Background: an optimization exercise with open tools, aiming at small area, a short achievable clock period and few clock cycles. Do not read the settings as production practice. Function was not checked in any run shown here: the RTL went through the layout flow alone.

==> flow/design.v (outline; a module is shown in full before it is edited, if it fits) <==
// module unsigned_multiplier: 263 lines
// module mul_fa: 4 lines
// module mul_ha: 4 lines
// module mul_xnor: 3 lines
// module mul_nor: 3 lines
// module mul_inv: 3 lines
// module bin_to_bcd: 790 lines
// module b2b_a21boi: 3 lines
// module b2b_a21oi: 3 lines
// module b2b_buf: 3 lines
// module b2b_conb: 4 lines
// module b2b_inv: 3 lines
// module b2b_nand2: 3 lines
// module b2b_nand3: 3 lines
// module b2b_nand4: 3 lines
// module b2b_nor2: 3 lines
// module b2b_nor2b: 3 lines
// module b2b_nor3: 3 lines
// module b2b_o21a: 3 lines
// module b2b_o21ai: 3 lines
// module b2b_o21bai: 3 lines
// module b2b_o22ai: 3 lines
// module seq_signed_mult: 35 lines
module seq_signed_mult(
  input         clk,
  input         rst,           
  input         start,         
  input  [7:0]  multiplier,    
  input  [7:0]  multiplicand,  
  output [14:0] product,       
  output [19:0] bcd,           
  output        sign,          
  output        done           
);
  // ...
==> flow/flow/run.sh <==
#!/bin/bash
# The standard layout, with plain buffers (not delay buffers) on the ports.
set -euo pipefail
export BUFFER_PORTS_ARGS="-buffer_cell sky130_fd_sc_hd__buf_2"
bash standard.sh > standard_flow.log 2>&1
==> flow/standard.sh <==
#!/bin/bash
# synth_recipe.tcl (not shown) runs the flow's synth.tcl, then flattens the netlist and writes it again
# the make line also repeats each setting of config.mk as NAME=value (left out here)
make -C /OpenROAD-flow-scripts/flow DESIGN_CONFIG=/design/flow/config.mk WORK_HOME=/design/flow/orfs CLKGATE_MAP_FILE= SYNTH_SCRIPT=/design/flow/synth_recipe.tcl "${@:-finish}"
==> flow/config.mk <==
export PLATFORM = sky130hd
export DESIGN_NAME = seq_signed_mult
export DESIGN_NICKNAME = seq_signed_mult
export VERILOG_FILES = /design/flow/design.v
export SDC_FILE = /design/flow/constraint.sdc
export NUM_CORES = 4
export LEC_CHECK = 0
export CAP_MARGIN = 20
export CORE_MARGIN = 2
export CORE_UTILIZATION = 60
export SLEW_MARGIN = 20
export SYNTH_HIERARCHICAL = 1
export SYNTH_MINIMUM_KEEP_SIZE = 0
==> flow/constraint.sdc <==
create_clock -name core_clock -period 12.0 [get_ports {clk}]
set_input_delay 2.4000 -clock core_clock [delete_from_list [all_inputs] [get_ports {clk}]]
set_output_delay 2.4000 -clock core_clock [all_outputs]
set_load 0.01 [all_outputs]
==> metrics.md, run 1 <==
| Metric | Value |
|---|---|
| Setup crit end kind | `primary output` |
| Placed cell areas | `0.00463 sq mm` |
| Area delta synth->final | `8.88%` |
| Worst slew pin tran | `0.810 ns` |
| Average size of a mapped cell | `6.61 sq um` |
| Detailed Place HPWL | `8130 microns` |
| Initial antenna violation count | `0` |
| Clock network area share | `0.989%` |
| Arrival time worst endpoint | `4.49 ns` |
| CTS Buf Count | `3` |
| Outcome | `timing/DRC/antenna clean` |
| Clock buffer count | `3` |
| Hold Crit Class | `reg -> reg` |
| Cell family with most CP delay | `simple AND/OR/NAND/NOR gates` |
| Largest net degree at the start of global routing | `18` |
| Multi-input combinational cell area | `0.00353 sq mm` |
| Post-synthesis cell count | `650` |
| Hold Startpoint | `done_r` |
| Num ports | `56` |
| Clk root buf | `clkbuf_8` |
| Skew-Pair Late Insertion Delay | `0.26 ns` |
| Slowest stage cell, crit path | `edfxtp_1` |
| Most common cell after layout, fill and taps aside | `nand2_1` |
==> module unsigned_multiplier, before the edit <==
module unsigned_multiplier(
  input  [7:0]  multiplier,
  input  [7:0]  multiplicand,
  output [14:0] product
);
  wire sa = multiplier[7];
  wire sb = multiplicand[7];
  wire na0, nb0;
  mul_xnor ua0(.a(multiplier[0]), .b(sa), .y(na0));
  mul_xnor ub0(.a(multiplicand[0]), .b(sb), .y(nb0));
  wire na1, nb1;
  mul_xnor ua1(.a(multiplier[1]), .b(sa), .y(na1));
  mul_xnor ub1(.a(multiplicand[1]), .b(sb), .y(nb1));
  wire na2, nb2;
  mul_xnor ua2(.a(multiplier[2]), .b(sa), .y(na2));
  mul_xnor ub2(.a(multiplicand[2]), .b(sb), .y(nb2));
  wire na3, nb3;
  mul_xnor ua3(.a(multiplier[3]), .b(sa), .y(na3));
  mul_xnor ub3(.a(multiplicand[3]), .b(sb), .y(nb3));
  wire na4, nb4;
  mul_xnor ua4(.a(multiplier[4]), .b(sa), .y(na4));
  mul_xnor ub4(.a(multiplicand[4]), .b(sb), .y(nb4));
  wire na5, nb5;
  mul_xnor ua5(.a(multiplier[5]), .b(sa), .y(na5));
  mul_xnor ub5(.a(multiplicand[5]), .b(sb), .y(nb5));
  wire na6, nb6;
  mul_xnor ua6(.a(multiplier[6]), .b(sa), .y(na6));
  mul_xnor ub6(.a(multiplicand[6]), .b(sb), .y(nb6));
  wire nsa, nsb;
  mul_inv usa(.a(sa), .y(nsa));
  mul_inv usb(.a(sb), .y(nsb));
  wire pp_0_0;
  mul_nor u_pp_0_0(.a(na0), .b(nb0), .y(pp_0_0));
  wire pp_0_1;
  mul_nor u_pp_0_1(.a(na0), .b(nb1), .y(pp_0_1));
  wire pp_0_2;
  mul_nor u_pp_0_2(.a(na0), .b(nb2), .y(pp_0_2));
  wire pp_0_3;
  mul_nor u_pp_0_3(.a(na0), .b(nb3), .y(pp_0_3));
  wire pp_0_4;
  mul_nor u_pp_0_4(.a(na0), .b(nb4), .y(pp_0_4));
  wire pp_0_5;
  mul_nor u_pp_0_5(.a(na0), .b(nb5), .y(pp_0_5));
  wire pp_0_6;
  mul_nor u_pp_0_6(.a(na0), .b(nb6), .y(pp_0_6));
  wire pp_1_0;
  mul_nor u_pp_1_0(.a(na1), .b(nb0), .y(pp_1_0));
  wire pp_1_1;
  mul_nor u_pp_1_1(.a(na1), .b(nb1), .y(pp_1_1));
  wire pp_1_2;
  mul_nor u_pp_1_2(.a(na1), .b(nb2), .y(pp_1_2));
  wire pp_1_3;
  mul_nor u_pp_1_3(.a(na1), .b(nb3), .y(pp_1_3));
  wire pp_1_4;
  mul_nor u_pp_1_4(.a(na1), .b(nb4), .y(pp_1_4));
  wire pp_1_5;
  mul_nor u_pp_1_5(.a(na1), .b(nb5), .y(pp_1_5));
  wire pp_1_6;
  mul_nor u_pp_1_6(.a(na1), .b(nb6), .y(pp_1_6));
  wire pp_2_0;
  mul_nor u_pp_2_0(.a(na2), .b(nb0), .y(pp_2_0));
  wire pp_2_1;
  mul_nor u_pp_2_1(.a(na2), .b(nb1), .y(pp_2_1));
  wire pp_2_2;
  mul_nor u_pp_2_2(.a(na2), .b(nb2), .y(pp_2_2));
  wire pp_2_3;
  mul_nor u_pp_2_3(.a(na2), .b(nb3), .y(pp_2_3));
  wire pp_2_4;
  mul_nor u_pp_2_4(.a(na2), .b(nb4), .y(pp_2_4));
  wire pp_2_5;
  mul_nor u_pp_2_5(.a(na2), .b(nb5), .y(pp_2_5));
  wire pp_2_6;
  mul_nor u_pp_2_6(.a(na2), .b(nb6), .y(pp_2_6));
  wire pp_3_0;
  mul_nor u_pp_3_0(.a(na3), .b(nb0), .y(pp_3_0));
  wire pp_3_1;
  mul_nor u_pp_3_1(.a(na3), .b(nb1), .y(pp_3_1));
  wire pp_3_2;
  mul_nor u_pp_3_2(.a(na3), .b(nb2), .y(pp_3_2));
  wire pp_3_3;
  mul_nor u_pp_3_3(.a(na3), .b(nb3), .y(pp_3_3));
  wire pp_3_4;
  mul_nor u_pp_3_4(.a(na3), .b(nb4), .y(pp_3_4));
  wire pp_3_5;
  mul_nor u_pp_3_5(.a(na3), .b(nb5), .y(pp_3_5));
  wire pp_3_6;
  mul_nor u_pp_3_6(.a(na3), .b(nb6), .y(pp_3_6));
  wire pp_4_0;
  mul_nor u_pp_4_0(.a(na4), .b(nb0), .y(pp_4_0));
  wire pp_4_1;
  mul_nor u_pp_4_1(.a(na4), .b(nb1), .y(pp_4_1));
  wire pp_4_2;
  mul_nor u_pp_4_2(.a(na4), .b(nb2), .y(pp_4_2));
  wire pp_4_3;
  mul_nor u_pp_4_3(.a(na4), .b(nb3), .y(pp_4_3));
  wire pp_4_4;
  mul_nor u_pp_4_4(.a(na4), .b(nb4), .y(pp_4_4));
  wire pp_4_5;
  mul_nor u_pp_4_5(.a(na4), .b(nb5), .y(pp_4_5));
  wire pp_4_6;
  mul_nor u_pp_4_6(.a(na4), .b(nb6), .y(pp_4_6));
  wire pp_5_0;
  mul_nor u_pp_5_0(.a(na5), .b(nb0), .y(pp_5_0));
  wire pp_5_1;
  mul_nor u_pp_5_1(.a(na5), .b(nb1), .y(pp_5_1));
  wire pp_5_2;
  mul_nor u_pp_5_2(.a(na5), .b(nb2), .y(pp_5_2));
  wire pp_5_3;
  mul_nor u_pp_5_3(.a(na5), .b(nb3), .y(pp_5_3));
  wire pp_5_4;
  mul_nor u_pp_5_4(.a(na5), .b(nb4), .y(pp_5_4));
  wire pp_5_5;
  mul_nor u_pp_5_5(.a(na5), .b(nb5), .y(pp_5_5));
  wire pp_5_6;
  mul_nor u_pp_5_6(.a(na5), .b(nb6), .y(pp_5_6));
  wire pp_6_0;
  mul_nor u_pp_6_0(.a(na6), .b(nb0), .y(pp_6_0));
  wire pp_6_1;
  mul_nor u_pp_6_1(.a(na6), .b(nb1), .y(pp_6_1));
  wire pp_6_2;
  mul_nor u_pp_6_2(.a(na6), .b(nb2), .y(pp_6_2));
  wire pp_6_3;
  mul_nor u_pp_6_3(.a(na6), .b(nb3), .y(pp_6_3));
  wire pp_6_4;
  mul_nor u_pp_6_4(.a(na6), .b(nb4), .y(pp_6_4));
  wire pp_6_5;
  mul_nor u_pp_6_5(.a(na6), .b(nb5), .y(pp_6_5));
  wire pp_6_6;
  mul_nor u_pp_6_6(.a(na6), .b(nb6), .y(pp_6_6));
  wire ca_0;
  mul_nor u_ca_0(.a(nsa), .b(nb0), .y(ca_0));
  wire cb_0;
  mul_nor u_cb_0(.a(nsb), .b(na0), .y(cb_0));
  wire ca_1;
  mul_nor u_ca_1(.a(nsa), .b(nb1), .y(ca_1));
  wire cb_1;
  mul_nor u_cb_1(.a(nsb), .b(na1), .y(cb_1));
  wire ca_2;
  mul_nor u_ca_2(.a(nsa), .b(nb2), .y(ca_2));
  wire cb_2;
  mul_nor u_cb_2(.a(nsb), .b(na2), .y(cb_2));
  wire ca_3;
  mul_nor u_ca_3(.a(nsa), .b(nb3), .y(ca_3));
  wire cb_3;
  mul_nor u_cb_3(.a(nsb), .b(na3), .y(cb_3));
  wire ca_4;
  mul_nor u_ca_4(.a(nsa), .b(nb4), .y(ca_4));
  wire cb_4;
  mul_nor u_cb_4(.a(nsb), .b(na4), .y(cb_4));
  wire ca_5;
  mul_nor u_ca_5(.a(nsa), .b(nb5), .y(ca_5));
  wire cb_5;
  mul_nor u_cb_5(.a(nsb), .b(na5), .y(cb_5));
  wire ca_6;
  mul_nor u_ca_6(.a(nsa), .b(nb6), .y(ca_6));
  wire cb_6;
  mul_nor u_cb_6(.a(nsb), .b(na6), .y(cb_6));
  wire cab;
  mul_nor u_cab(.a(nsa), .b(nsb), .y(cab));
  wire s1, c2;
  mul_ha u_s1(.a(pp_0_4), .b(pp_1_3), .s(s1), .co(c2));
  wire s3, c4;
  mul_fa u_s3(.a(pp_0_5), .b(pp_1_4), .c(pp_2_3), .s(s3), .co(c4));
  wire s5, c6;
  mul_ha u_s5(.a(pp_3_2), .b(pp_4_1), .s(s5), .co(c6));
  wire s7, c8;
  mul_fa u_s7(.a(pp_0_6), .b(pp_1_5), .c(pp_2_4), .s(s7), .co(c8));
  wire s9, c10;
  mul_fa u_s9(.a(pp_3_3), .b(pp_4_2), .c(pp_5_1), .s(s9), .co(c10));
  wire s11, c12;
  mul_ha u_s11(.a(pp_6_0), .b(ca_6), .s(s11), .co(c12));
  wire s13, c14;
  mul_fa u_s13(.a(pp_1_6), .b(pp_2_5), .c(pp_3_4), .s(s13), .co(c14));
  wire s15, c16;
  mul_ha u_s15(.a(pp_4_3), .b(pp_5_2), .s(s15), .co(c16));
  wire s17, c18;
  mul_ha u_s17(.a(pp_2_6), .b(pp_3_5), .s(s17), .co(c18));
  wire s19, c20;
  mul_ha u_s19(.a(pp_0_2), .b(pp_1_1), .s(s19), .co(c20));
  wire s21, c22;
  mul_fa u_s21(.a(pp_0_3), .b(pp_1_2), .c(pp_2_1), .s(s21), .co(c22));
  wire s23, c24;
  mul_ha u_s23(.a(pp_3_0), .b(ca_3), .s(s23), .co(c24));
  wire s25, c26;
  mul_fa u_s25(.a(s1), .b(pp_2_2), .c(pp_3_1), .s(s25), .co(c26));
  wire s27, c28;
  mul_fa u_s27(.a(pp_4_0), .b(ca_4), .c(cb_4), .s(s27), .co(c28));
  wire s29, c30;
  mul_fa u_s29(.a(c2), .b(s3), .c(s5), .s(s29), .co(c30));
  wire s31, c32;
  mul_fa u_s31(.a(pp_5_0), .b(ca_5), .c(cb_5), .s(s31), .co(c32));
  wire s33, c34;
  mul_fa u_s33(.a(c4), .b(c6), .c(s7), .s(s33), .co(c34));
  wire s35, c36;
  mul_fa u_s35(.a(s9), .b(s11), .c(cb_6), .s(s35), .co(c36));
  wire s37, c38;
  mul_fa u_s37(.a(c8), .b(c10), .c(c12), .s(s37), .co(c38));
  wire s39, c40;
  mul_fa u_s39(.a(s13), .b(s15), .c(pp_6_1), .s(s39), .co(c40));
  wire s41, c42;
  mul_fa u_s41(.a(c14), .b(c16), .c(s17), .s(s41), .co(c42));
  wire s43, c44;
  mul_fa u_s43(.a(pp_4_4), .b(pp_5_3), .c(pp_6_2), .s(s43), .co(c44));
  wire s45, c46;
  mul_fa u_s45(.a(c18), .b(pp_3_6), .c(pp_4_5), .s(s45), .co(c46));
  wire s47, c48;
  mul_ha u_s47(.a(pp_5_4), .b(pp_6_3), .s(s47), .co(c48));
  wire s49, c50;
  mul_ha u_s49(.a(pp_4_6), .b(pp_5_5), .s(s49), .co(c50));
  wire s51, c52;
  mul_ha u_s51(.a(pp_0_0), .b(ca_0), .s(s51), .co(c52));
  wire s53, c54;
  mul_fa u_s53(.a(pp_0_1), .b(pp_1_0), .c(ca_1), .s(s53), .co(c54));
  wire s55, c56;
  mul_fa u_s55(.a(s19), .b(pp_2_0), .c(ca_2), .s(s55), .co(c56));
  wire s57, c58;
  mul_fa u_s57(.a(c20), .b(s21), .c(s23), .s(s57), .co(c58));
  wire s59, c60;
  mul_fa u_s59(.a(c22), .b(c24), .c(s25), .s(s59), .co(c60));
  wire s61, c62;
  mul_fa u_s61(.a(c26), .b(c28), .c(s29), .s(s61), .co(c62));
  wire s63, c64;
  mul_fa u_s63(.a(c30), .b(c32), .c(s33), .s(s63), .co(c64));
  wire s65, c66;
  mul_fa u_s65(.a(c34), .b(c36), .c(s37), .s(s65), .co(c66));
  wire s67, c68;
  mul_fa u_s67(.a(c38), .b(c40), .c(s41), .s(s67), .co(c68));
  wire s69, c70;
  mul_fa u_s69(.a(c42), .b(c44), .c(s45), .s(s69), .co(c70));
  wire s71, c72;
  mul_fa u_s71(.a(c46), .b(c48), .c(s49), .s(s71), .co(c72));
  wire s73, c74;
  mul_ha u_s73(.a(c50), .b(pp_5_6), .s(s73), .co(c74));
  wire s75, c76;
  mul_ha u_s75(.a(s51), .b(cb_0), .s(s75), .co(c76));
  wire s77, c78;
  mul_fa u_s77(.a(c52), .b(s53), .c(cb_1), .s(s77), .co(c78));
  wire s79, c80;
  mul_fa u_s79(.a(c54), .b(s55), .c(cb_2), .s(s79), .co(c80));
  wire s81, c82;
  mul_fa u_s81(.a(c56), .b(s57), .c(cb_3), .s(s81), .co(c82));
  wire s83, c84;
  mul_fa u_s83(.a(c58), .b(s59), .c(s27), .s(s83), .co(c84));
  wire s85, c86;
  mul_fa u_s85(.a(c60), .b(s61), .c(s31), .s(s85), .co(c86));
  wire s87, c88;
  mul_fa u_s87(.a(c62), .b(s63), .c(s35), .s(s87), .co(c88));
  wire s89, c90;
  mul_fa u_s89(.a(c64), .b(s65), .c(s39), .s(s89), .co(c90));
  wire s91, c92;
  mul_fa u_s91(.a(c66), .b(s67), .c(s43), .s(s91), .co(c92));
  wire s93, c94;
  mul_fa u_s93(.a(c68), .b(s69), .c(s47), .s(s93), .co(c94));
  wire s95, c96;
  mul_fa u_s95(.a(c70), .b(s71), .c(pp_6_4), .s(s95), .co(c96));
  wire s97, c98;
  mul_fa u_s97(.a(c72), .b(s73), .c(pp_6_5), .s(s97), .co(c98));
  wire s99, c100;
  mul_ha u_s99(.a(c74), .b(pp_6_6), .s(s99), .co(c100));
  wire [14:0] r0 = {1'b0, c100, c98, c96, c94, c92, c90, c88, c86, c84, c82, c80, c78, c76, s75};
  wire [14:0] r1 = {1'b0, 1'b0, s99, s97, s95, s93, s91, s89, s87, s85, s83, s81, s79, s77, cab};
  assign product = r0 + r1;
endmodule
==> inputs of run 2 (changes only) <==
--- a/flow/design.v
+++ b/flow/design.v
@@ -254,17 +254,17 @@
   wire s95, c96;
   mul_fa u_s95(.a(c70), .b(s71), .c(pp_6_4), .s(s95), .co(c96));
   wire s97, c98;
   mul_fa u_s97(.a(c72), .b(s73), .c(pp_6_5), .s(s97), .co(c98));
   wire s99, c100;
   mul_ha u_s99(.a(c74), .b(pp_6_6), .s(s99), .co(c100));
   wire [14:0] r0 = {1'b0, c100, c98, c96, c94, c92, c90, c88, c86, c84, c82, c80, c78, c76, s75};
   wire [14:0] r1 = {1'b0, 1'b0, s99, s97, s95, s93, s91, s89, s87, s85, s83, s81, s79, s77, cab};
-  assign product = r0 + r1;
+  mul_cpa cpa(.r0(r0[13:0]), .r1(r1[12:0]), .s(product));
 endmodule
 module mul_fa(input a, input b, input c, output s, output co);
   assign s = a ^ b ^ c;
   assign co = (a & b) | (a & c) | (b & c);
 endmodule
 module mul_ha(input a, input b, output s, output co);
   assign s = a ^ b;
   assign co = a & b;
@@ -273,16 +273,354 @@
   assign y = ~(a ^ b);
 endmodule
 module mul_nor(input a, input b, output y);
   assign y = ~(a | b);
 endmodule
 module mul_inv(input a, output y);
   assign y = ~a;
 endmodule
+module mul_cpa(r0, r1, s);
+  input [13:0] r0;
+  wire [13:0] r0;
+  input [12:0] r1;
+  wire [12:0] r1;
+  output [14:0] s;
+  wire [14:0] s;
+  wire _000_;
+  wire _001_;
+  wire _002_;
+  wire _003_;
+  wire _004_;
+  wire _005_;
+  wire _006_;
+  wire _007_;
+  wire _008_;
+  wire _009_;
+  wire _010_;
+  wire _011_;
+  wire _012_;
+  wire _013_;
+  wire _014_;
+  wire _015_;
+  wire _016_;
+  wire _017_;
+  wire _018_;
+  wire _019_;
+  wire _020_;
+  wire _021_;
+  wire _022_;
+  wire _023_;
+  wire _024_;
+  wire _025_;
+  wire _026_;
+  wire _027_;
+  wire _028_;
+  wire _029_;
+  wire _030_;
+  wire _031_;
+  wire _032_;
+  wire _033_;
+  wire _034_;
+  wire _035_;
+  wire _036_;
+  wire _037_;
+  wire _038_;
+  wire _039_;
+  wire _040_;
+  wire _041_;
+  wire _042_;
+  wire _043_;
+  wire _044_;
+  wire _045_;
+  wire _046_;
+  wire _047_;
+  wire _048_;
+  wire _049_;
+  wire _050_;
+  wire _051_;
+  wire _052_;
+  wire _053_;
+  wire _054_;
+  wire _055_;
+  wire _056_;
+  wire _057_;
+  wire _058_;
+  wire _059_;
+  wire _060_;
+  wire _061_;
+  wire _062_;
+  wire _063_;
+  wire _064_;
+  wire _065_;
+  wire _066_;
+  wire _067_;
+  wire _068_;
+  wire _069_;
+  wire _070_;
+  wire _071_;
+  wire _072_;
+  wire _073_;
+  wire _074_;
+  wire _075_;
+  wire _076_;
+  wire _077_;
+  wire _078_;
+  wire _079_;
+  wire _080_;
+  wire _081_;
+  wire _082_;
+  wire _083_;
+  wire _084_;
+  wire _085_;
+  wire _086_;
+  wire _087_;
+  wire _088_;
+  wire _089_;
+  wire _090_;
+  wire _091_;
+  wire _092_;
+  wire _093_;
+  wire _094_;
+  wire _095_;
+  wire _096_;
+  wire _097_;
+  wire _098_;
+  wire _099_;
+  wire _100_;
+  wire _101_;
+  wire _102_;
+  wire _103_;
+  wire _104_;
+  wire _105_;
+  wire _106_;
+  wire _107_;
+  wire _108_;
+  wire _109_;
+  wire _110_;
+  wire _111_;
+  wire _112_;
+  wire _113_;
+  wire _114_;
+  wire _115_;
+  wire _116_;
+  wire _117_;
+  wire _118_;
+  wire _119_;
+  wire _120_;
+  wire _121_;
+  wire _122_;
+  wire _123_;
+  wire _124_;
+  wire _125_;
+  wire _126_;
+  wire _127_;
+  wire _128_;
+  wire _129_;
+  wire _130_;
+  wire _131_;
+  wire _132_;
+  wire _133_;
+  wire _134_;
+  wire _135_;
+  wire _136_;
+  wire _137_;
+  wire _138_;
+  wire _139_;
+  wire _140_;
+  cpa_inv cpa_u_141_ ( .A(r0[13]), .Y(_083_) );
+  cpa_inv cpa_u_142_ ( .A(_006_), .Y(_084_) );
+  cpa_inv cpa_u_143_ ( .A(_005_), .Y(_085_) );
+  cpa_o21bai cpa_u_144_ ( .A1(_084_), .A2(_085_), .B1_N(_004_), .Y(_086_) );
+  cpa_a21oi cpa_u_145_ ( .A1(_086_), .A2(_003_), .B1(_002_), .Y(_087_) );
+  cpa_nand2 cpa_u_146_ ( .A(_016_), .B(_015_), .Y(_088_) );
+  cpa_inv cpa_u_147_ ( .A(_014_), .Y(_089_) );
+  cpa_nand2 cpa_u_148_ ( .A(_088_), .B(_089_), .Y(_090_) );
+  cpa_nand2 cpa_u_149_ ( .A(_025_), .B(_013_), .Y(_091_) );
+  cpa_inv cpa_u_150_ ( .A(_091_), .Y(_092_) );
+  cpa_nand2 cpa_u_151_ ( .A(_090_), .B(_092_), .Y(_093_) );
+  cpa_nand2 cpa_u_152_ ( .A(_025_), .B(_012_), .Y(_094_) );
+  cpa_inv cpa_u_153_ ( .A(_024_), .Y(_095_) );
+  cpa_nand2 cpa_u_154_ ( .A(_094_), .B(_095_), .Y(_096_) );
+  cpa_inv cpa_u_155_ ( .A(_096_), .Y(_097_) );
+  cpa_nand2 cpa_u_156_ ( .A(_093_), .B(_097_), .Y(_098_) );
+  cpa_nand2 cpa_u_157_ ( .A(_009_), .B(_011_), .Y(_099_) );
+  cpa_nand2 cpa_u_158_ ( .A(_023_), .B(_021_), .Y(_100_) );
+  cpa_nor2 cpa_u_159_ ( .A(_099_), .B(_100_), .Y(_101_) );
+  cpa_nand2 cpa_u_160_ ( .A(_098_), .B(_101_), .Y(_102_) );
+  cpa_nand2 cpa_u_161_ ( .A(_022_), .B(_021_), .Y(_103_) );
+  cpa_inv cpa_u_162_ ( .A(_020_), .Y(_104_) );
+  cpa_nand2 cpa_u_163_ ( .A(_103_), .B(_104_), .Y(_105_) );
+  cpa_inv cpa_u_164_ ( .A(_099_), .Y(_106_) );
+  cpa_nand2 cpa_u_165_ ( .A(_009_), .B(_010_), .Y(_107_) );
+  cpa_inv cpa_u_166_ ( .A(_008_), .Y(_108_) );
+  cpa_nand2 cpa_u_167_ ( .A(_107_), .B(_108_), .Y(_109_) );
+  cpa_a21oi cpa_u_168_ ( .A1(_105_), .A2(_106_), .B1(_109_), .Y(_110_) );
+  cpa_nand2 cpa_u_169_ ( .A(_017_), .B(_015_), .Y(_111_) );
+  cpa_nor2 cpa_u_170_ ( .A(_091_), .B(_111_), .Y(_112_) );
+  cpa_nand3 cpa_u_171_ ( .A(_112_), .B(_101_), .C(_001_), .Y(_113_) );
+  cpa_nand3 cpa_u_172_ ( .A(_102_), .B(_110_), .C(_113_), .Y(_114_) );
+  cpa_inv cpa_u_173_ ( .A(_003_), .Y(_115_) );
+  cpa_nand2 cpa_u_174_ ( .A(_007_), .B(_005_), .Y(_116_) );
+  cpa_nor3 cpa_u_175_ ( .A(_115_), .B(_083_), .C(_116_), .Y(_117_) );
+  cpa_nand2 cpa_u_176_ ( .A(_114_), .B(_117_), .Y(_118_) );
+  cpa_o21ai cpa_u_177_ ( .A1(_083_), .A2(_087_), .B1(_118_), .Y(s[14]) );
+  cpa_nand2 cpa_u_178_ ( .A(_024_), .B(_023_), .Y(_119_) );
+  cpa_inv cpa_u_179_ ( .A(_022_), .Y(_120_) );
+  cpa_nand2 cpa_u_180_ ( .A(_119_), .B(_120_), .Y(_121_) );
+  cpa_nand2 cpa_u_181_ ( .A(_021_), .B(_011_), .Y(_122_) );
+  cpa_inv cpa_u_182_ ( .A(_122_), .Y(_123_) );
+  cpa_nand2 cpa_u_183_ ( .A(_121_), .B(_123_), .Y(_124_) );
+  cpa_a21oi cpa_u_184_ ( .A1(_020_), .A2(_011_), .B1(_010_), .Y(_125_) );
+  cpa_nand2 cpa_u_185_ ( .A(_124_), .B(_125_), .Y(_126_) );
+  cpa_nand2 cpa_u_186_ ( .A(_007_), .B(_009_), .Y(_127_) );
+  cpa_nand2 cpa_u_187_ ( .A(_003_), .B(_005_), .Y(_128_) );
+  cpa_nor2 cpa_u_188_ ( .A(_127_), .B(_128_), .Y(_129_) );
+  cpa_nand2 cpa_u_189_ ( .A(_007_), .B(_008_), .Y(_130_) );
+  cpa_nand2 cpa_u_190_ ( .A(_130_), .B(_084_), .Y(_131_) );
+  cpa_inv cpa_u_191_ ( .A(_128_), .Y(_132_) );
+  cpa_nand2 cpa_u_192_ ( .A(_131_), .B(_132_), .Y(_133_) );
+  cpa_a21oi cpa_u_193_ ( .A1(_003_), .A2(_004_), .B1(_002_), .Y(_134_) );
+  cpa_nand2 cpa_u_194_ ( .A(_133_), .B(_134_), .Y(_135_) );
+  cpa_a21oi cpa_u_195_ ( .A1(_126_), .A2(_129_), .B1(_135_), .Y(_136_) );
+  cpa_nor2 cpa_u_196_ ( .A(_016_), .B(_017_), .Y(_137_) );
+  cpa_nor2 cpa_u_197_ ( .A(_018_), .B(_016_), .Y(_138_) );
+  cpa_nand2 cpa_u_198_ ( .A(_019_), .B(_000_), .Y(_139_) );
+  cpa_nand2 cpa_u_199_ ( .A(_138_), .B(_139_), .Y(_140_) );
+  cpa_nand2 cpa_u_200_ ( .A(_015_), .B(_013_), .Y(_026_) );
+  cpa_clkinv cpa_u_201_ ( .A(_026_), .Y(_027_) );
+  cpa_nand3b cpa_u_202_ ( .A_N(_137_), .B(_140_), .C(_027_), .Y(_028_) );
+  cpa_nand2 cpa_u_203_ ( .A(_014_), .B(_013_), .Y(_029_) );
+  cpa_inv cpa_u_204_ ( .A(_012_), .Y(_030_) );
+  cpa_nand2 cpa_u_205_ ( .A(_029_), .B(_030_), .Y(_031_) );
+  cpa_inv cpa_u_206_ ( .A(_031_), .Y(_032_) );
+  cpa_nand2 cpa_u_207_ ( .A(_028_), .B(_032_), .Y(_033_) );
+  cpa_nand2 cpa_u_208_ ( .A(_025_), .B(_023_), .Y(_034_) );
+  cpa_inv cpa_u_209_ ( .A(_034_), .Y(_035_) );
+  cpa_nand2 cpa_u_210_ ( .A(_035_), .B(_123_), .Y(_036_) );
+  cpa_nor3 cpa_u_211_ ( .A(_127_), .B(_128_), .C(_036_), .Y(_037_) );
+  cpa_nand2 cpa_u_212_ ( .A(_033_), .B(_037_), .Y(_038_) );
+  cpa_nand2 cpa_u_213_ ( .A(_136_), .B(_038_), .Y(_039_) );
+  cpa_nand2 cpa_u_214_ ( .A(_039_), .B(_083_), .Y(_040_) );
+  cpa_nand3 cpa_u_215_ ( .A(_136_), .B(_038_), .C(r0[13]), .Y(_041_) );
+  cpa_nand2 cpa_u_216_ ( .A(_040_), .B(_041_), .Y(s[13]) );
+  cpa_nand3 cpa_u_217_ ( .A(_017_), .B(_015_), .C(_001_), .Y(_042_) );
+  cpa_nand3 cpa_u_218_ ( .A(_042_), .B(_089_), .C(_088_), .Y(_043_) );
+  cpa_nor2 cpa_u_219_ ( .A(_116_), .B(_099_), .Y(_044_) );
+  cpa_nor2 cpa_u_220_ ( .A(_091_), .B(_100_), .Y(_045_) );
+  cpa_nand3 cpa_u_221_ ( .A(_043_), .B(_044_), .C(_045_), .Y(_046_) );
+  cpa_inv cpa_u_222_ ( .A(_100_), .Y(_047_) );
+  cpa_nand2 cpa_u_223_ ( .A(_096_), .B(_047_), .Y(_048_) );
+  cpa_inv cpa_u_224_ ( .A(_105_), .Y(_049_) );
+  cpa_nand2 cpa_u_225_ ( .A(_048_), .B(_049_), .Y(_050_) );
+  cpa_nand2 cpa_u_226_ ( .A(_050_), .B(_044_), .Y(_051_) );
+  cpa_a21oi cpa_u_227_ ( .A1(_107_), .A2(_108_), .B1(_116_), .Y(_052_) );
+  cpa_nor2 cpa_u_228_ ( .A(_086_), .B(_052_), .Y(_053_) );
+  cpa_nand3 cpa_u_229_ ( .A(_046_), .B(_051_), .C(_053_), .Y(_054_) );
+  cpa_nand2 cpa_u_230_ ( .A(_054_), .B(_115_), .Y(_055_) );
+  cpa_nand4 cpa_u_231_ ( .A(_046_), .B(_051_), .C(_003_), .D(_053_), .Y(_056_) );
+  cpa_nand2 cpa_u_232_ ( .A(_055_), .B(_056_), .Y(s[12]) );
+  cpa_a21oi cpa_u_233_ ( .A1(_138_), .A2(_139_), .B1(_137_), .Y(_057_) );
+  cpa_nor2 cpa_u_234_ ( .A(_127_), .B(_122_), .Y(_058_) );
+  cpa_nor2 cpa_u_235_ ( .A(_026_), .B(_034_), .Y(_059_) );
+  cpa_nand3 cpa_u_236_ ( .A(_057_), .B(_058_), .C(_059_), .Y(_060_) );
+  cpa_nand2 cpa_u_237_ ( .A(_031_), .B(_035_), .Y(_061_) );
+  cpa_inv cpa_u_238_ ( .A(_121_), .Y(_062_) );
+  cpa_nand2 cpa_u_239_ ( .A(_061_), .B(_062_), .Y(_063_) );
+  cpa_nand2 cpa_u_240_ ( .A(_063_), .B(_058_), .Y(_064_) );
+  cpa_nor2 cpa_u_241_ ( .A(_127_), .B(_125_), .Y(_065_) );
+  cpa_nor2 cpa_u_242_ ( .A(_131_), .B(_065_), .Y(_066_) );
+  cpa_nand3 cpa_u_243_ ( .A(_060_), .B(_064_), .C(_066_), .Y(_067_) );
+  cpa_nand2 cpa_u_244_ ( .A(_067_), .B(_085_), .Y(_068_) );
+  cpa_nand4 cpa_u_245_ ( .A(_060_), .B(_066_), .C(_064_), .D(_005_), .Y(_069_) );
+  cpa_nand2 cpa_u_246_ ( .A(_068_), .B(_069_), .Y(s[11]) );
+  cpa_inv cpa_u_247_ ( .A(_007_), .Y(_070_) );
+  cpa_nand2 cpa_u_248_ ( .A(_114_), .B(_070_), .Y(_071_) );
+  cpa_nand4 cpa_u_249_ ( .A(_102_), .B(_110_), .C(_113_), .D(_007_), .Y(_072_) );
+  cpa_nand2 cpa_u_250_ ( .A(_071_), .B(_072_), .Y(s[10]) );
+  cpa_inv cpa_u_251_ ( .A(_036_), .Y(_073_) );
+  cpa_nand2 cpa_u_252_ ( .A(_033_), .B(_073_), .Y(_074_) );
+  cpa_inv cpa_u_253_ ( .A(_126_), .Y(_075_) );
+  cpa_nand2 cpa_u_254_ ( .A(_074_), .B(_075_), .Y(_076_) );
+  cpa_inv cpa_u_255_ ( .A(_009_), .Y(_077_) );
+  cpa_nand2 cpa_u_256_ ( .A(_076_), .B(_077_), .Y(_078_) );
+  cpa_nand3 cpa_u_257_ ( .A(_074_), .B(_009_), .C(_075_), .Y(_079_) );
+  cpa_nand2 cpa_u_258_ ( .A(_078_), .B(_079_), .Y(s[9]) );
+  cpa_a21oi cpa_u_259_ ( .A1(_043_), .A2(_045_), .B1(_050_), .Y(_080_) );
+  cpa_xnor2 cpa_u_260_ ( .A(_011_), .B(_080_), .Y(s[8]) );
+  cpa_a21oi cpa_u_261_ ( .A1(_057_), .A2(_059_), .B1(_063_), .Y(_081_) );
+  cpa_xnor2 cpa_u_262_ ( .A(_021_), .B(_081_), .Y(s[7]) );
+  cpa_a21oi cpa_u_263_ ( .A1(_043_), .A2(_092_), .B1(_096_), .Y(_082_) );
+  cpa_xnor2 cpa_u_264_ ( .A(_023_), .B(_082_), .Y(s[6]) );
+  cpa_xor2 cpa_u_265_ ( .A(_025_), .B(_033_), .X(s[5]) );
+  cpa_xor2 cpa_u_266_ ( .A(_013_), .B(_043_), .X(s[4]) );
+  cpa_xor2 cpa_u_267_ ( .A(_015_), .B(_057_), .X(s[3]) );
+  cpa_xor2 cpa_u_268_ ( .A(_017_), .B(_001_), .X(s[2]) );
+  cpa_fa cpa_u_269_ ( .A(r0[1]), .B(r1[1]), .CIN(_000_), .COUT(_001_), .SUM(s[1]) );
+  cpa_ha cpa_u_270_ ( .A(r0[0]), .B(r1[0]), .COUT(_000_), .SUM(s[0]) );
+  cpa_ha cpa_u_271_ ( .A(r0[12]), .B(r1[12]), .COUT(_002_), .SUM(_003_) );
+  cpa_ha cpa_u_272_ ( .A(r0[11]), .B(r1[11]), .COUT(_004_), .SUM(_005_) );
+  cpa_ha cpa_u_273_ ( .A(r0[10]), .B(r1[10]), .COUT(_006_), .SUM(_007_) );
+  cpa_ha cpa_u_274_ ( .A(r0[9]), .B(r1[9]), .COUT(_008_), .SUM(_009_) );
+  cpa_ha cpa_u_275_ ( .A(r0[8]), .B(r1[8]), .COUT(_010_), .SUM(_011_) );
+  cpa_ha cpa_u_276_ ( .A(r0[4]), .B(r1[4]), .COUT(_012_), .SUM(_013_) );
+  cpa_ha cpa_u_277_ ( .A(r0[3]), .B(r1[3]), .COUT(_014_), .SUM(_015_) );
+  cpa_ha cpa_u_278_ ( .A(r0[2]), .B(r1[2]), .COUT(_016_), .SUM(_017_) );
+  cpa_ha cpa_u_279_ ( .A(r0[1]), .B(r1[1]), .COUT(_018_), .SUM(_019_) );
+  cpa_ha cpa_u_280_ ( .A(r0[7]), .B(r1[7]), .COUT(_020_), .SUM(_021_) );
+  cpa_ha cpa_u_281_ ( .A(r0[6]), .B(r1[6]), .COUT(_022_), .SUM(_023_) );
+  cpa_ha cpa_u_282_ ( .A(r0[5]), .B(r1[5]), .COUT(_024_), .SUM(_025_) );
+endmodule
+module cpa_a21oi(input A1, input A2, input B1, output Y);
+  assign Y = (~A1&~B1) | (~A2&~B1);
+endmodule
+module cpa_clkinv(input A, output Y);
+  assign Y = (~A);
+endmodule
+module cpa_fa(input A, input B, input CIN, output COUT, output SUM);
+  assign COUT = (A&B) | (A&CIN) | (B&CIN);
+  assign SUM = (A&~B&~CIN) | (~A&B&~CIN) | (~A&~B&CIN) | (A&B&CIN);
+endmodule
+module cpa_ha(input A, input B, output COUT, output SUM);
+  assign COUT = (A&B);
+  assign SUM = (A&~B) | (~A&B);
+endmodule
+module cpa_inv(input A, output Y);
+  assign Y = (~A);
+endmodule
+module cpa_nand2(input A, input B, output Y);
+  assign Y = (~A) | (~B);
+endmodule
+module cpa_nand3(input A, input B, input C, output Y);
+  assign Y = (~A) | (~B) | (~C);
+endmodule
+module cpa_nand3b(input A_N, input B, input C, output Y);
+  assign Y = (A_N) | (~B) | (~C);
+endmodule
+module cpa_nand4(input A, input B, input C, input D, output Y);
+  assign Y = (~A) | (~B) | (~C) | (~D);
+endmodule
+module cpa_nor2(input A, input B, output Y);
+  assign Y = (~A&~B);
+endmodule
+module cpa_nor3(input A, input B, input C, output Y);
+  assign Y = (~A&~B&~C);
+endmodule
+module cpa_o21ai(input A1, input A2, input B1, output Y);
+  assign Y = (~A1&~A2) | (~B1);
+endmodule
+module cpa_o21bai(input A1, input A2, input B1_N, output Y);
+  assign Y = (~A1&~A2) | (B1_N);
+endmodule
+module cpa_xnor2(input A, input B, output Y);
+  assign Y = (~A&~B) | (A&B);
+endmodule
+module cpa_xor2(input A, input B, output X);
+  assign X = (A&~B) | (~A&B);
+endmodule
 module bin_to_bcd(in, bcd);
   input [14:0] in;
   wire [14:0] in;
   output [19:0] bcd;
   wire [19:0] bcd;
   wire _000_;
   wire _001_;
   wire _002_;
@@ -1057,35 +1395,28 @@
   b2b_nand3 b2b_u_771_ ( .A(_300_), .B(_293_), .C(_294_), .Y(_319_) );
   b2b_nand3 b2b_u_772_ ( .A(_306_), .B(_318_), .C(_319_), .Y(bcd[1]) );
   b2b_nand3 b2b_u_773_ ( .A(_274_), .B(_277_), .C(_266_), .Y(_320_) );
   b2b_nor2 b2b_u_774_ ( .A(_266_), .B(_277_), .Y(_321_) );
   b2b_nand2 b2b_u_775_ ( .A(_321_), .B(_281_), .Y(_322_) );
   b2b_nand3 b2b_u_776_ ( .A(_320_), .B(_322_), .C(_314_), .Y(bcd[5]) );
   b2b_o21ai b2b_u_777_ ( .A1(_186_), .A2(_183_), .B1(_191_), .Y(_323_) );
   b2b_nand2 b2b_u_778_ ( .A(_323_), .B(_190_), .Y(bcd[16]) );
-  b2b_conb b2b_u_779_ ( .LO(_381_) );
-  b2b_buf b2b_u_780_ ( .A(in[0]), .X(bcd[0]) );
-  b2b_buf b2b_u_781_ ( .A(_381_), .X(bcd[17]) );
-  b2b_buf b2b_u_782_ ( .A(_381_), .X(bcd[18]) );
-  b2b_buf b2b_u_783_ ( .A(_381_), .X(bcd[19]) );
+  assign _381_ = 1'b0;
+  assign bcd[0] = in[0];
+  assign bcd[17] = _381_;
+  assign bcd[18] = _381_;
+  assign bcd[19] = _381_;
 endmodule
 module b2b_a21boi(input A1, input A2, input B1_N, output Y);
   assign Y = (~A1&B1_N) | (~A2&B1_N);
 endmodule
 module b2b_a21oi(input A1, input A2, input B1, output Y);
   assign Y = (~A1&~B1) | (~A2&~B1);
 endmodule
-module b2b_buf(input A, output X);
-  assign X = (A);
-endmodule
-module b2b_conb(output HI, output LO);
-  assign HI = 1;
-  assign LO = 0;
-endmodule
 module b2b_inv(input A, output Y);
   assign Y = (~A);
 endmodule
 module b2b_nand2(input A, input B, output Y);
   assign Y = (~A) | (~B);
 endmodule
 module b2b_nand3(input A, input B, input C, output Y);
   assign Y = (~A) | (~B) | (~C);
==> flow/flow/run.sh (replaced) <==
#!/bin/bash
# The standard layout with plain buffers (not delay buffers) on the ports.
# The floorplan step's gate sizing (sizing and pin swaps only, no new
# buffers) aims at a slack margin of 7.0 ns; the later steps repair as usual.
set -euo pipefail
export BUFFER_PORTS_ARGS="-buffer_cell sky130_fd_sc_hd__buf_2"
bash standard.sh synth > standard_synth.log 2>&1
SETUP_SLACK_MARGIN=7.0 bash standard.sh floorplan > standard_floorplan.log 2>&1
bash standard.sh > standard_rest.log 2>&1
==> run 2 against run 1 <==
  * Worst setup slack better by 0.43 ns
  * Synthesized cell count is 7.7% higher
  * Global-route usage grew 1.7 points
  * Cell area is 19% higher
  * Utilization rose by 9.1 points
  * Final cell count increased by 7.2%
==> metrics.md, run 2 <==
| Metric | Value |
|---|---|
| TritonCTS clock tree | `done` |
| Average size of a mapped cell | `6.34 sq um (-4.1%)` |
| Commonest cells post-synth | `nand2_1 (220), nor2_1 (130), inv_1 (79)` |
| Relative slew slack | `54.8%` |
| Post-synthesis cell count | `700 (+7.7%)` |
| WL per Instance | `12.9 microns` |
| Post-CTS Setup Bufs | `0` |
| Final Max Tran Viols | `0` |
| Num ports | `56 (unchanged)` |
| Synth warnings | `7` |
| Max_cap viols | `0` |
| CORE AREA | `0.00721 sq mm` |
| DR vias | `4689` |
| Cell family with most CP delay | `simple AND/OR/NAND/NOR gates` |
| Share of cells above drive strength 1 | `30.1%` |
| Area delta synth->final | `25.5%` |
| Final hold violations | `0` |
| Layout Cells excl Fill | `853` |
| Final min period | `6.45 ns` |
| Post-Place Cells | `849` |
| Max reg flops | `15` |
| Area contributors post-synth | `nand2_1 (19%), fa_1 (17%), nor2_1 (11%)` |
| Crit share post-route | `53.8%` |
| Worst EP required | `9.60 ns` |
| Fin Setup TNS | `0 ns` |
| I/O Buffers | `52` |
| Biggest regs | `product_r (15), done_r (1), sign_r (1)` |
| Slowest stage delay, CP | `0.52 ns` |
| Count leader, synth | `nand2_1` |
| Initial DRC Count | `156` |
| Final setup vio count | `0` |
| Initial antenna violation count | `0 (unchanged)` |
| Post-synth EDFFs | `16` |
| Post-route design area | `0.00557 sq mm` |
| Post-DRT Antenna Nets | `0` |
| Total track usage | `27.0%` |
| Skew-Pair Late Insertion Delay | `0.25 ns (about the same)` |
| Cell Area, Synth | `0.00444 sq mm` |
| Die H | `90.0 microns` |
| Register bit total from synthesis | `17` |
| Core Rows | `31` |
| Post-synth ARST share | `0%` |
| Post-layout nets | `838` |
| Setup crit end kind | `primary output` |
| Slowest stage cell, crit path | `edfxtp_1` |
| GPL Wtd Cong | `0.909` |
| Hold Crit Class | `reg -> reg` |
| Pre-Repair DR Iteration Count | `4` |
| Crit path launch type | `register` |
| Max Freq | `155 MHz` |
| Die X | `90.0 microns` |
| CTS Buf Count | `3 (unchanged)` |
| Sink Count | `17` |
| Detailed Place HPWL | `9460 microns (+16%)` |
| Hold slack | `0.477 ns` |
| Clk buf depth | `2` |
| Hold buffers post-CTS | `0` |
| CP bufs+invs | `3` |
| RSZ-0062 raised after global routing | `false` |
| Gr ovfl total | `0` |
| Yosys top cell by area | `nand2_1` |
| Top-area cell type share of the netlist area | `18.6%` |
| DRC | `0` |
| Worst slew pin tran | `0.673 ns (-0.137 ns)` |
| Initial core utilization | `61.6%` |
| Largest net degree at the start of global routing | `18 (unchanged)` |
| Global-route wire length before repair | `18800 microns` |
| Clk slew on worst S/H paths | `0.07 ns` |
| Crit-path most repeated cell | `nand2_1` |
| Number of global-route vias before repair | `4457` |
| Final wirelength | `11000 microns` |
| Skew final | `0 ns` |
| Most common cell after layout, fill and taps aside | `nand2_1` |
| Sequential share of the synthesized area | `11.3%` |
| Vias per inst | `5.50` |
| CP Class | `reg -> out` |
| Outcome | `timing/DRC/antenna clean` |
| Largest register by flop count | `product_r` |
| Resized Gates After CTS | `0` |
| Clk root buf | `clkbuf_8` |
| CP Max Fanout | `6` |
| N_diodes | `0` |
| Synth Flop Type | `edfxtp_1` |
| CTS H-Tree Depth | `1` |
| Most frequent cells in the layout | `nand2_1 (168), nor2_1 (117), inv_1 (66)` |
| Full die area | `0.00811 sq mm` |
| Placed cell areas | `0.00553 sq mm (+19%)` |
| Arrival time worst endpoint | `4.05 ns (-0.44 ns)` |
| Yosys cell types | `26` |
==> run 2: area by class of cell <==
class / count / area [sq um]
multi-input combinational: 602 / 4350
sequential: 17 / 500
inverter: 79 / 297
timing repair buffer: 52 / 260
clock buffer: 4 / 45.0
fill: 561 / 1640
tap: 99 / 124
==> run 2: cells by family after synthesis <==
group	share of synthesized area, %
flip-flops	11.3
buffers and inverters	7.35
adder cells (fa/ha/maj)	24.5
AO/OA/AOI/OAI	10.1
XOR/XNOR	4.34
other	0.0844
AND/OR/NAND/NOR	42.4
==> run 2: modules after synthesis, one instance, submodules excluded, excerpt <==
module / flops+latches / copies in the design
b2b_inv: 0 / 52
cpa_nor2: 0 / 12
b2b_o22ai: 0 / 2
cpa_nand4: 0 / 3
mul_fa: 0 / 37
cpa_o21bai: 0 / 1
b2b_o21ai: 0 / 20
cpa_a21oi: 0 / 10
mul_ha: 0 / 13
b2b_a21boi: 0 / 1
b2b_nand2: 0 / 164
==> run 2: path summary, 6_finish.rpt <==
check | start | to | slack [ns] | cells past startpoint
max reg2reg | done_r | done_r | 11.45 | 2
min | done_r | done_r | 0.48 | 2
min reg2reg | done_r | done_r | 0.48 | 2
max | product_r[11] | bcd[14] | 5.55 | 29
==> run 2: worst reg2reg max path, delay by kind of cell (launching register included) <==
family,cells,cell delay [ns]
flip-flops,1,0.31
AND/OR/NAND/NOR,2,0.15
==> run 2: through the flow <==
stage	util [%]	setup slack (ns)
after floorplan	-	6.36
after global placement	76.6	5.71
after detailed placement	76.6	5.66
after CTS	77.2	5.60
after global routing	77.2	5.10
final	77.2	5.55
==> run 2: layer usage <==
| layer | track usage (%) | up-vias | routed length (microns) |
|---|---|---|---|
| met5 | 0 | - | 0 |
| met4 | 6.28 | 0 | 166 |
| met3 | 0.922 | 14 | 402 |
| met2 | 52.8 | 119 | 5830 |
| met1 | 32.6 | 2180 | 4620 |
| li1 | - | 2376 | - |
==> inputs of run 3 (changes only) <==
==> flow/flow/run.sh (replaced) <==
#!/bin/bash
# The standard layout with plain buffers (not delay buffers) on the ports.
# The floorplan step's gate sizing (sizing and pin swaps only, no new
# buffers) aims at a slack margin of 6.0 ns; the later steps repair as usual.
set -euo pipefail
export BUFFER_PORTS_ARGS="-buffer_cell sky130_fd_sc_hd__buf_2"
bash standard.sh synth > standard_synth.log 2>&1
SETUP_SLACK_MARGIN=6.0 bash standard.sh floorplan > standard_floorplan.log 2>&1
bash standard.sh > standard_rest.log 2>&1
==> run 3 against run 2 <==
  * Fmax down 4.7%
  * Routed wire length down 3.8%
  * Worst hold slack worse by 0.012 ns
  * Sequential share of layout area up 1.3 points
  * Clock skew unchanged
  * Utilization down 9.9 points
  * First-iteration DRC count up 22%
  * Clock-buffer cell count down 1
==> metrics.md, run 3 <==
| Metric | Value |
|---|---|
| Crit path launch type | `register` |
| Gr ovfl total | `0 (unchanged)` |
| RSZ-0062 raised after global routing | `false` |
| Sequential cell area | `500 sq um (unchanged)` |
| Synth Flop Type | `edfxtp_1` |
| Most frequent cells in the layout | `nand2_1 (220), nor2_1 (128), inv_1 (79)` |
| Clk root buf | `clkbuf_8` |
| Max_cap viols | `0 (unchanged)` |
| Yosys cell types | `26 (unchanged)` |
| Most common cell after layout, fill and taps aside | `nand2_1` |
| Sink Count | `17 (unchanged)` |
| I/O Buffers | `52 (unchanged)` |
| Crit-path most repeated cell | `nand2_1` |
| Post-CTS Setup Bufs | `0 (unchanged)` |
| Initial DRC Count | `190 (+22%)` |
| CORE AREA | `0.00721 sq mm (unchanged)` |
| Count leader, synth | `nand2_1` |
| Vias per inst | `5.43 (-1.2%)` |
| Synth Area in Adders | `24.5% (unchanged)` |
| Area delta synth->final | `9.44%` |
| CP Max Fanout | `6 (unchanged)` |
| WL per Instance | `12.4 microns (-3.8%)` |
| DRC | `0 (unchanged)` |
| Area contributors post-synth | `nand2_1 (19%), fa_1 (17%), nor2_1 (11%)` |
| N_diodes | `0 (unchanged)` |
| DR vias | `4635 (-1.2%)` |
| Skew-Pair Late Insertion Delay | `0.25 ns (about the same)` |
| Largest family of logic cells by synthesized area | `simple AND/OR/NAND/NOR gates` |
| Skew final | `0 ns (unchanged)` |
| CTS Buf Count | `3 (unchanged)` |
| Initial antenna violation count | `0 (unchanged)` |
| Post-Place Cells | `849 (unchanged)` |
| Num ports | `56 (unchanged)` |
| Number of global-route vias before repair | `4360 (-2.2%)` |
| Commonest cells post-synth | `nand2_1 (220), nor2_1 (130), inv_1 (79)` |
| Post-DRT Antenna Nets | `0 (unchanged)` |
| Final Max Tran Viols | `0 (unchanged)` |
| Max Freq | `148 MHz (-4.7%)` |
| Final Util | `67.4% (-9.9 points)` |
| Sequential share of the synthesized area | `11.3% (unchanged)` |
| Largest register by flop count | `product_r` |
| Slowest stage delay, CP | `0.50 ns (-0.02 ns)` |
| Relative slew slack | `46.0% (-8.8 points)` |
| Yosys top cell by area | `nand2_1` |
| Global-route wire length before repair | `18400 microns (-2.0%)` |
| Multi-input combinational cell area | `0.00363 sq mm (-16%)` |
| Synth warnings | `7 (unchanged)` |
| Hold Crit Class | `reg -> reg` |
| Register bit total from synthesis | `17 (unchanged)` |
| Complex-gate fraction of the synthesized area | `10.1% (unchanged)` |
| Outcome | `timing/DRC/antenna clean` |
| Detailed Place HPWL | `8980 microns (-5.0%)` |
| Post-synth EDFFs | `16 (unchanged)` |
| Biggest regs | `product_r (15), done_r (1), sign_r (1)` |
| CTS H-Tree Depth | `1 (unchanged)` |
| Clk buf depth | `2 (unchanged)` |
| TritonCTS clock tree | `done` |
| Largest net degree at the start of global routing | `18 (unchanged)` |
| Mux cell area share after synthesis | `0% (unchanged)` |
| Fillers | `672 (+20%)` |
| Clk slew on worst S/H paths | `0.06 ns (about the same)` |
| Total track usage | `26.4% (-0.54 points)` |
| Cell Area, Synth | `0.00444 sq mm (unchanged)` |
| Layout Cells excl Fill | `853 (unchanged)` |
| Average size of a mapped cell | `6.34 sq um (unchanged)` |
| Worst slew pin tran | `0.805 ns (+0.131 ns)` |
| Final setup vio count | `0 (unchanged)` |
| Final hold violations | `0 (unchanged)` |
| Core Rows | `31 (unchanged)` |
| Share of cells above drive strength 1 | `12.9% (-17 points)` |
| Initial core utilization | `61.6% (unchanged)` |
| GPL Wtd Cong | `0.925 (+1.8%)` |
| Die H | `90.0 microns (unchanged)` |
| Slowest stage cell, crit path | `edfxtp_1` |
| Fin Setup TNS | `0 ns (unchanged)` |
| Post-synthesis cell count | `700 (unchanged)` |
| Post-synth ARST share | `0% (unchanged)` |
| Post-Synth Simple-Gate Area | `42.3% (unchanged)` |
| CP Class | `reg -> out` |
| Resized Gates After CTS | `0 (unchanged)` |
| Arrival time worst endpoint | `4.37 ns (+0.32 ns)` |
| Top-area cell type share of the netlist area | `18.6% (unchanged)` |
| Max reg flops | `15 (unchanged)` |
| Post-layout nets | `838 (unchanged)` |
| Worst EP required | `9.60 ns (about the same)` |
| Final wirelength | `10600 microns (-3.8%)` |
| Full die area | `0.00811 sq mm (unchanged)` |
| Die X | `90.0 microns (unchanged)` |
| Hold buffers post-CTS | `0 (unchanged)` |
| Final min period | `6.77 ns (+0.317 ns)` |
| Crit share post-route | `56.4% (+2.6 points)` |
| Synth Area in XOR/XNOR | `4.34% (unchanged)` |
| Pre-Repair DR Iteration Count | `5 (+1)` |
| Setup crit end kind | `primary output` |
==> run 3: cell counts after synthesis <==
No cell type changed its count.
==> run 3: through the flow <==
stage	area [sq um]	setup WS, ns	hold slack, ns
detailed placement	4810	5.35	0.457
CTS	4860	5.25	0.472
finish	4860	5.23	0.465
global placement	4810	5.45	0.445
floorplan	4460	6.02	0.503
global route	4860	4.56	0.516
==> run 3: area by class of cell <==
cell class	count	share of cell area (%)
clock buffers	3	0.850
clock inverters	1	0.103
inverters	79	6.10
multi-input cells	602	74.7
flip-flops and latches	17	10.3
well taps	99	2.55
repair buffers	52	5.36
==> run 3: logic make-up after synthesis <==
kind of cell | after synthesis
adder cells (fa/ha/maj) | 64
AND/OR/NAND/NOR | 451
other | 1
XOR/XNOR | 22
flip-flops | 17
buffers and inverters | 83
AO/OA/AOI/OAI | 62
==> run 3: final timing paths <==
kind	to	cells past startpoint	start	slack, ns
max	bcd[9]	33	product_r[11]	5.23
min	done_r	2	done_r	0.47
max reg2reg	done_r	2	done_r	11.46
min reg2reg	done_r	2	done_r	0.47
==> run 3: routing by layer <==
metal,up-vias,wire (microns),GRT usage (%)
li1,2371,-,-
met1,2143,4500,31.2
met2,107,5590,51.8
met3,14,337,1.01
met4,0,176,7.31
met5,-,0,0
==> run 3: critical path, delay by kind of cell, from the launching register on <==
kind                   cells  cell delay [ns]
buffers and inverters      6             0.63
DFF                        1             0.50
and+or+nand+nor           27             3.03
==> run 3: per-module statistics from Yosys, one instance, submodules excluded, excerpt <==
| module | area, sq um | copies in the design |
|---|---|---|
| b2b_nor2 | 3.75 | 52 |
| b2b_nand2 | 3.75 | 164 |
| cpa_o21ai | 5.00 | 1 |
| b2b_nand4 | 6.26 | 17 |
| cpa_nand2 | 3.75 | 56 |
| cpa_nor3 | 10.0 | 2 |
| cpa_a21oi | 8.76 | 10 |
| mul_ha | 12.5 | 13 |
| cpa_fa | 20.0 | 1 |
| seq_signed_mult | 557 | 1 |
| cpa_clkinv | 3.75 | 1 |
| b2b_o22ai | 6.26 | 2 |
| cpa_nand3b | 7.51 | 1 |
| b2b_o21bai | 7.51 | 1 |
| b2b_nor2b | 13.8 | 1 |

what the ideal ports hide:
Ports are ideal in the flow. The routed layouts listed here were re-timed in OpenROAD. Step 1: set_driving_cell puts a clkbuf_16 on clk and a buf_2 on each other input, an assumption about the parent block. Step 2 moves the port delays by t, midway between the first and last clock arrival at a register: inputs arrive t later, outputs are due t later. That takes back most of the time a late clock gives input paths. Three values: no drivers, after step 1, after step 2; two values: the first two.
run	t (ns)	setup slack, ns	worst slew at a driven data input, ns
run 1	0.284	5.115 / 5.086 / 4.984	0.03
run 2	0.274	5.550 / 5.523 / 5.634	0.03
run 3	0.270	5.232 / 5.208 / 5.291	0.03
After both steps setup and hold are still met in every run listed. For run 1, which loses most, drivers alone change the setup slack by -0.029 ns; drivers and shift together by -0.131 ns.
